Source: an optimization exercise on an open RTL-to-GDS flow (aim: small area). Production flows keep margins and buffers that such runs may drop. In this exercise RTL edits were held to simulation tests only and were not proved equivalent to the original. Power is estimated from default activity; no workload was simulated.

job 101:
// top
module top (
  input  logic clk,   
  input  logic reset_n_in,
  input  logic midi_in,
  output logic note_cv_p,
  output logic note_cv_n
);
Settings: LEC_CHECK=0, CAP_MARGIN=20, CORE_MARGIN=2, CORE_UTILIZATION=40, SLEW_MARGIN=20; clock period 20.0 ns.
standard.sh (not shown) runs the stock make flow with config.mk's settings and CLKGATE_MAP_FILE= SYNTH_SCRIPT=/design/flow/synth_recipe.tcl, a recipe that flattens the netlist after the stock synthesis.
==> flow/flow/run.sh <==
#!/bin/bash
# The standard layout (standard.sh, synth_recipe.tcl, ORFS) with three changes:
#  * synthesis maps the logic with an area-oriented ABC script
#    (flow/abc_area_map.script: strash; dch -f; amap) in place of ORFS's
#    speed script; everything else in the synthesis, and so every register,
#    is as in the standard synthesis;
#  * clock tree synthesis without dummy loads, with clkbuf_8 leaf clusters of
#    at most 18 sinks and clkbuf_4 root and tree buffers;
#  * ports are buffered with buf_1.
# The whole make output goes to standard.log; ORFS keeps each step's log
# under orfs/logs.
set -euo pipefail
here=$(pwd)
rm -rf "$here/scripts_area"
cp -r "$FLOW_HOME/scripts" "$here/scripts_area"
cp "$here/flow/abc_area_map.script" "$here/scripts_area/abc_speed.script"
export SCRIPTS_DIR="$here/scripts_area"
export CTS_ARGS="-sink_clustering_enable -repair_clock_nets -dont_use_dummy_load -buf_list sky130_fd_sc_hd__clkbuf_8 -root_buf sky130_fd_sc_hd__clkbuf_4 -tree_buf sky130_fd_sc_hd__clkbuf_4 -sink_clustering_buffer sky130_fd_sc_hd__clkbuf_8 -sink_clustering_size 18 -sink_clustering_max_diameter 60"
export BUFFER_PORTS_ARGS="-buffer_cell sky130_fd_sc_hd__buf_1"
bash standard.sh > standard.log 2>&1
==> flow/flow/abc_area_map.script <==
strash
dch -f
amap
In summary, job 101 completed successfully, with a layout that passed the timing, DRC and antenna checks.
diff inputs: job 101 => job 102
Settings: GPL_TIMING_DRIVEN: unset -> 0; CORE_UTILIZATION: 40 -> 65.
Notes after the runs:
From job 101 to job 102 the numbers moved as follows: number of violations of the max-capacitance limit comparable; measured slew at the worst slew-check pin now larger; utilization now larger; post-synthesis to final-layout area growth now smaller; combinational group share of total power comparable. Run comparison: job 101 slowest cell on the critical path sky130_fd_sc_hd__nor2_1; job 102 slowest cell on the critical path sky130_fd_sc_hd__o21ai_0. Summary of job 102 over job 101: final cell count went down 94, period utilization went up 0.49 points, least setup slack across all paths after layout went down 99 ps. In job 102 the global-route wire length before repair turned out 2.0% lower than in job 101. Job 102 vs job 101 — total detailed-routing wirelength dropped 3.6%.
Input changes introduced in job 103 (baseline for comparison: job 102):
Settings: putting CTS_BUF_LIST at sky130_fd_sc_hd__clkbuf_8 where nothing was set; swapping 65 for 40 in CORE_UTILIZATION; putting CTS_CLUSTER_SIZE at 20 where nothing was set; clearing GPL_TIMING_DRIVEN, which used to be 0; putting CTS_CLUSTER_DIAMETER at 60 where nothing was set.
==> flow/flow/run.sh <==
#!/bin/bash
set -euo pipefail
export CTS_ARGS="-sink_clustering_enable -repair_clock_nets -dont_use_dummy_load -buf_list sky130_fd_sc_hd__clkbuf_8 -root_buf sky130_fd_sc_hd__clkbuf_4 -tree_buf sky130_fd_sc_hd__clkbuf_4 -sink_clustering_buffer sky130_fd_sc_hd__clkbuf_8 -sink_clustering_size 18 -sink_clustering_max_diameter 60"
export BUFFER_PORTS_ARGS="-buffer_cell sky130_fd_sc_hd__buf_1"
bash standard.sh > standard.log 2>&1
removed: flow/flow/abc_area_map.script
==> comparison <==
- Job 103 completed every stage of the flow, and the final layout passed the timing, DRC and antenna checks.
- Comparing job 103 against job 102, there is no change at all in largest net degree at the start of global routing.
- Maximum fanout encountered on the critical timing path, job 102 and job 103: lower on job 102
- Job 103 vs job 102 — number of non-clock buffers in the layout rose 2.
- Compared with job 102, in job 103 cell area higher, global-route wire length before repair higher, clock power higher.
The inputs of job 104 differ from those of job 103 as listed below.
==> flow/flow/run.sh <==
#!/bin/bash
set -euo pipefail
export CTS_ARGS="-sink_clustering_enable -repair_clock_nets -dont_use_dummy_load -buf_list sky130_fd_sc_hd__clkbuf_8 -sink_clustering_size 16 -sink_clustering_max_diameter 60"
bash standard.sh > standard.log 2>&1
Results
Against job 103, detailed route wirelength on metal3 in job 104 fell by a little under 10%.
Compared with job 103, in job 104 first-iteration DRC count higher, total power higher, global-route usage lower.
Job 103 ended up with n[6] as its endpoint of the most critical setup path; job 104 ended up with n[1].
Relative to job 103, clock-buffer cell count has increased by 1 in job 104.
Part of the total power dissipated in sequential elements ends up higher on job 103.
On final setup slack of the worst path, job 104 does worse than job 103.
Number of cells in the finished layout apart from fillers essentially unchanged between job 103 and job 104.
Job 104: all stages complete, timing, DRC and antenna checks passed
Of the two candidates, job 103 has the better static leakage power and job 104 the worse one.

Setup of the reference run:
top, a different RTL version from the one above (not shown whole).
Size: roughly 680 cells after synthesis, about 270 flip-flops, roughly 5 I/O pins, ~8300 µm² of cells after synthesis.
clock: 20.0 ns
lec_check: 0
cap_margin: 20
core_margin: 2
core_utilization: 65
cts_buf_list: sky130_fd_sc_hd__clkbuf_8
cts_cluster_diameter: 50
cts_cluster_size: 22
slew_margin: 20
run.sh (not shown) runs the stock make flow with config.mk's settings and CLKGATE_MAP_FILE= SYNTH_SCRIPT=/design/flow/synth_recipe.tcl, a recipe that flattens the netlist after the stock synthesis.
Stock flow here: none of the scripts above is used.
diff inputs: the reference run => the trial run
Settings: CTS_CLUSTER_SIZE changed from 22 to 20; CTS_CLUSTER_DIAMETER changed from 50 to 60; CORE_UTILIZATION changed from 65 to 40.
[summary]
- Global-route wire length before repair, the trial run and the reference run: larger value in the trial run
- On half-perimeter wire length after detailed placement, the reference run beats the trial run.
- Utilization sits lower in the trial run than in the reference run.
- In the reports for the trial run and the reference run, the smaller maximum resistive drop on vdd belongs to the trial run.
- When the trial run is set beside the reference run, its final worst-path setup slack turns out to be 0.0078 ns smaller.
- The trial run vs the reference run on final cell count: the trial run is the higher one.
- Area: the trial run vs the reference run -> the trial run larger

v6:
Another version of the RTL of top (not shown whole).
Size in the first run: roughly 8000 µm² of cells after synthesis.
Design top, start of the top module:
module top (
  input  logic clk,   
  input  logic reset_n_in,
  input  logic midi_in,
  output logic note_cv_p,
  output logic note_cv_n
);
clock: 20.0 ns
lec_check: 0
cap_margin: 20
core_margin: 2
core_utilization: 40
cts_buf_list: sky130_fd_sc_hd__clkbuf_8
cts_cluster_diameter: 60
cts_cluster_size: 20
slew_margin: 20
standard.sh (not shown) runs the stock make flow with config.mk's settings and CLKGATE_MAP_FILE= SYNTH_SCRIPT=/design/flow/synth_recipe.tcl, a recipe that flattens the netlist after the stock synthesis.
==> flow/flow/run.sh <==
#!/bin/bash
set -euo pipefail
export CTS_ARGS="-sink_clustering_enable -repair_clock_nets -dont_use_dummy_load -buf_list sky130_fd_sc_hd__clkbuf_8 -sink_clustering_size 20 -sink_clustering_max_diameter 80"
bash standard.sh > standard.log 2>&1
v6 completed end to end with timing, DRC and antenna clean.
What v7 does differently from v6 at the input level:
==> flow/flow/run.sh <==
#!/bin/bash
set -euo pipefail
export CTS_ARGS="-sink_clustering_enable -repair_clock_nets -dont_use_dummy_load -buf_list {sky130_fd_sc_hd__clkbuf_4 sky130_fd_sc_hd__clkbuf_8} -sink_clustering_size 20 -sink_clustering_max_diameter 60"
bash standard.sh > standard.log 2>&1
--- outcome ---
Diff v6..v7 | sink count of the clock tree | unchanged. Flip-flop and latch share of the layout cell area: v7 vs v6, no meaningful difference. On fmax, v7 and v6 are basically level. Against v6, v7 reports a sum of met2 wire segment lengths after detailed routing that is lower. As far as area after synthesis goes, v6 and v7 are indistinguishable; the numbers are identical. Compared v6 against v7; global-route usage within noise. v7 against v6: final cell area excluding filler cells barely changed, setup slack went up by 0.013 ns, share of cells above drive strength 1 shows no meaningful change.

The RTL this note starts from:
==> flow/design.v <==
module top (
  input  logic clk,   
  input  logic reset_n_in,
  input  logic midi_in,
  output logic note_cv_p,
  output logic note_cv_n
);
  logic [3:0] rc;       
  logic       rn;       
  wire        rc_full = rc[3] & rc[1];
  always_ff @(posedge clk) begin
    if (~reset_n_in)
      rc <= 4'd0;
    else if (~rc_full)
      rc <= rc + 4'd1;
    rn   <= rc_full;
  end
  logic [4:0] rxb;
  always_ff @(posedge clk)
    rxb <= {rxb[3:0], midi_in};
  wire rxs = rxb[4];
  logic [9:0] t;        
  logic [4:0] b;        
  wire idle   = b[4] & b[2];
  wire tmatch = (t == 10'b0100011001);
  wire eor    = b[4] & b[1] & b[0];                                
  wire b18    = b[4] & b[1] & ~b[0];                               
  always_ff @(posedge clk) begin
    if (idle | tmatch)
      t <= 10'd0;
    else
      t <= {t[8:0], ~(t[9] ^ t[6])};
  end
  always_ff @(posedge clk) begin
    if (~rn | eor)
      b <= 5'd20;
    else if (idle)
      b <= rxs ? 5'd20 : 5'd0;
    else if (tmatch)
      b <= b + 5'd1;
  end
  logic [7:0] sr;
  always_ff @(posedge clk)
    if (tmatch & ~b[0] & ~b18)
      sr <= {rxs, sr[7:1]};
  wire ok = rn & tmatch & b18 & rxs;    
  logic [1:0] kind, len;
  logic [6:0] n;
  wire is_data = ~sr[7];
  wire is_stat = sr[7] & ~&sr[6:4];
  wire [1:0] kind_new = {~|sr[6:5], ~|sr[6:5] ? sr[4] : (sr[6] & ~sr[5])};
  wire [1:0] maxl = (kind == 2'b01) ? 2'd1 : 2'd2;
  wire [1:0] nlen = is_stat ? 2'd0 : is_data ? ((len == maxl) ? 2'd1 : len + 2'd1) : len;
  wire ev    = kind[1] & (nlen == maxl);
  wire is_on = kind[0] & (|sr[6:0]);
  always_ff @(posedge clk) begin
    if (~rn) begin
      kind <= 2'b00;
      len  <= 2'd0;
    end
    else if (ok) begin
      if (is_stat)
        kind <= kind_new;
      len <= nlen;
    end
  end
  always_ff @(posedge clk)
    if (ok & kind[1] & (nlen == 2'd1))
      n <= sr[6:0];
  logic [3:0]  ph;                  
  logic [15:0][10:0] ring;          
  logic [4:0]  k;                   
  wire [6:0] hn = ring[15][10:4];
  wire [3:0] hd = ring[15][3:0];
  wire kz   = (k == 5'd0);
  wire k1   = (k == 5'd1);
  wire full = k[4];
  wire act  = (hd != 4'hf) | full;
  wire neq  = (hn == n);
  wire nmatch = act & neq;
  wire newest = act & (hd == 4'd0);
  wire second = act & (hd == 4'd1);
  localparam logic [2:0] S_IDLE = 3'd0, S_ARM = 3'd1, S_F = 3'd2, S_R1 = 3'd3,
                         S_R2 = 3'd4, S_WT = 3'd5, S_P1 = 3'd6, S_P2 = 3'd7;
  logic [2:0] st;
  logic [3:0] tm;
  wire        op = is_on;           
  logic       hit;                  
  logic [3:0] a1, a2;               
  logic [6:0] o2;                   
  wire        held = hit;           
  wire  [3:0] q = a2;
  wire ph15 = &ph;
  wire tend = &tm;
  wire held_p1 = nmatch | (held & (ph != 4'd0));
  wire go   = op ? (~held_p1 & ~full) : held_p1;
  always_ff @(posedge clk) begin
    if (~rn)
      st <= S_IDLE;
    else begin
      case (st)
        S_IDLE: if (ok & ev) st <= S_ARM;
        S_ARM:  if (eor) st <= S_F;
        S_F:    if (tend) st <= (~op & hit & ~kz) ? S_R1 : S_WT;
        S_R1:   if (tend) st <= S_R2;
        S_R2:   if (tend) st <= S_WT;
        S_WT:   if (ph15) st <= S_P1;
        S_P1:   if (ph15) st <= go ? S_P2 : S_IDLE;
        default: if (ph15) st <= S_IDLE;
      endcase
    end
  end
  always_ff @(posedge clk) begin
    if (st == S_ARM)
      tm <= 4'd0;
    else if (tend & ((st == S_F) | (st == S_R1)))
      tm <= ~((st == S_F) ? a1 : a2);
    else
      tm <= tm + 4'd1;
  end
  wire p2     = (st == S_P2);
  wire ins_w  = p2 & op & ~act & ~held;
  wire del_c  = p2 & ~op & nmatch;
  wire del_d  = p2 & ~op & act & (hd > q);
  wire inc    = p2 & op & act;
  always_ff @(posedge clk) begin
    if (newest)
      a1 <= ph;
    if (second | (newest & k1))
      o2 <= hn;
    if (st == S_P1) begin
      hit <= held_p1;
      if (nmatch)
        a2 <= hd;
    end
    else if (st == S_P2) begin
      if (ins_w)
        hit <= 1'b1;
    end
    else begin
      if (newest)
        hit <= neq;
      if (second | (newest & k1))
        a2 <= ph | {4{~second}};
    end
  end
  logic [3:0] nd;
  always_comb begin
    if (ins_w)
      nd = 4'd0;
    else if (kz | del_c)
      nd = 4'hf;
    else if (inc)
      nd = hd + 4'd1;
    else if (del_d)
      nd = hd - 4'd1;
    else
      nd = hd;
  end
  always_ff @(posedge clk) begin
    ph <= ph + 4'd1;
    ring <= {ring[14:0], {ins_w ? n : hn, nd}};
  end
  always_ff @(posedge clk) begin
    if (~rn)
      k <= 5'd0;
    else if (ins_w)
      k <= k + 5'd1;
    else if (p2 & ~op & ph15)
      k <= k - 5'd1;
  end
  wire fire = ((st == S_F) & (tm == 4'd6) & op & ~full) | ((st == S_R2) & tend);
  wire [6:0] src = (st == S_F) ? n : o2;
  wire ge60 = src[6] | (&src[5:2]);
  logic [5:0] w;
  always_ff @(posedge clk) begin
    if (~rn)
      w <= 6'd0;
    else if (fire)
      w <= {src[5:3] | {3{ge60}}, src[2] & ~ge60, src[1:0] | {2{ge60}}};
  end
  logic [5:0] dc;
  wire        dm  = (dc == 6'b001001);
  wire        den = (dc == 6'd0);
  always_ff @(posedge clk) begin
    if (~rn | dm)
      dc <= 6'd0;
    else
      dc <= {dc[4:0], ~(dc[5] ^ dc[4])};
  end
  logic [5:0] dse;
  wire  [6:0] add = {1'b0, w} + {1'b0, dse};
  always_ff @(posedge clk) begin
    if (~rn)
      dse <= 6'd0;
    else if (den)
      dse <= add[5:0];
    note_cv_p <= add[6];
  end
  assign note_cv_n = ~note_cv_p;
endmodule
Settings: LEC_CHECK=0, CAP_MARGIN=20, CORE_MARGIN=2, CORE_UTILIZATION=40, CTS_BUF_LIST=sky130_fd_sc_hd__clkbuf_8, CTS_CLUSTER_DIAMETER=60, CTS_CLUSTER_SIZE=20, SLEW_MARGIN=20; clock period 20.0 ns.
==> flow/flow/run.sh <==
#!/bin/bash
set -euo pipefail
export CTS_ARGS="-sink_clustering_enable -repair_clock_nets -dont_use_dummy_load -buf_list sky130_fd_sc_hd__clkbuf_8 -sink_clustering_size 20 -sink_clustering_max_diameter 60"
bash standard.sh > standard.log 2>&1
The first run produced a clean layout.
Then changed:
==> flow/run.sh (new file) <==
#!/bin/bash
# synth_recipe.tcl (not shown) runs the flow's synth.tcl, then flattens the netlist and writes it again
# the make line also repeats each setting of config.mk as NAME=value (left out here)
make -C /OpenROAD-flow-scripts/flow DESIGN_CONFIG=/design/flow/config.mk WORK_HOME=/design/flow/orfs CLKGATE_MAP_FILE= SYNTH_SCRIPT=/design/flow/synth_recipe.tcl finish
removed: flow/flow/run.sh
removed: flow/standard.sh
After rerunning:
- setup slack hardly moves
- sequential power stays flat
- cell area goes up by 1.3%
- maximum frequency barely changes
- worst hold slack gets better by 20 ps

-- what the ideal ports hide --
In the flow no input, the clock included, has a driving cell. The finished layouts below were timed again as built, in two steps.
Step 1 assumes that a clkbuf_16 drives the clock port and a buf_2 every other input.
Step 2 adds t to the input delays and takes it off the output delays; t is the mean of the earliest and latest rising clock arrival at the registers after step 1. Input paths then give back, and output paths get back, about the clock's delay inside the block.
a / b / c = ideal ports / drivers / drivers and shift; a / b = the first two.
| run | t (ns) | slack for setup (ns) | worst setup path at the end | clock arrival spread, ns | worst register clock-pin slew, ns |
|---|---|---|---|---|---|
| job 101 | 0.634 | 14.681 / 14.690 / 14.056 | input to register | 0.078 / 0.078 | 0.11 / 0.11 |
| job 102 | 0.625 | 14.582 / 14.590 / 13.965 | input to register | 0.074 / 0.074 | 0.11 / 0.11 |
| job 103 | 0.636 | 14.781 / 14.795 / 14.159 | input to register | 0.030 / 0.030 | 0.11 / 0.11 |
| job 104 | 0.532 | 14.340 / 14.354 / 13.822 | input to register | 0.044 / 0.043 | 0.10 / 0.10 |
| the reference run | 0.542 | 14.591 / 14.555 / 15.096 | register to output | 0.017 / 0.017 | 0.11 / 0.11 |
| the trial run | 0.548 | 14.583 / 14.544 / 15.091 | register to output | 0.016 / 0.015 | 0.12 / 0.12 |
| v6 | 0.524 | 14.587 / 14.551 / 15.075 | register to output | 0.067 / 0.067 | 0.12 / 0.12 |
| v7 | 0.538 | 14.600 / 14.563 / 15.101 | register to output | 0.037 / 0.037 | 0.12 / 0.12 |
| the first run of note 4 | 0.538 | 14.582 / 14.542 / 15.080 | register to output | 0.070 / 0.070 | 0.11 / 0.11 |
| the second run of note 4 | 0.559 | 14.581 / 14.541 / 15.100 | register to output | 0.037 / 0.037 | 0.12 / 0.12 |
After both steps setup and hold are still met in every run listed. For job 101, which loses most, drivers alone change the setup slack by +0.009 ns; drivers and shift together by -0.625 ns.
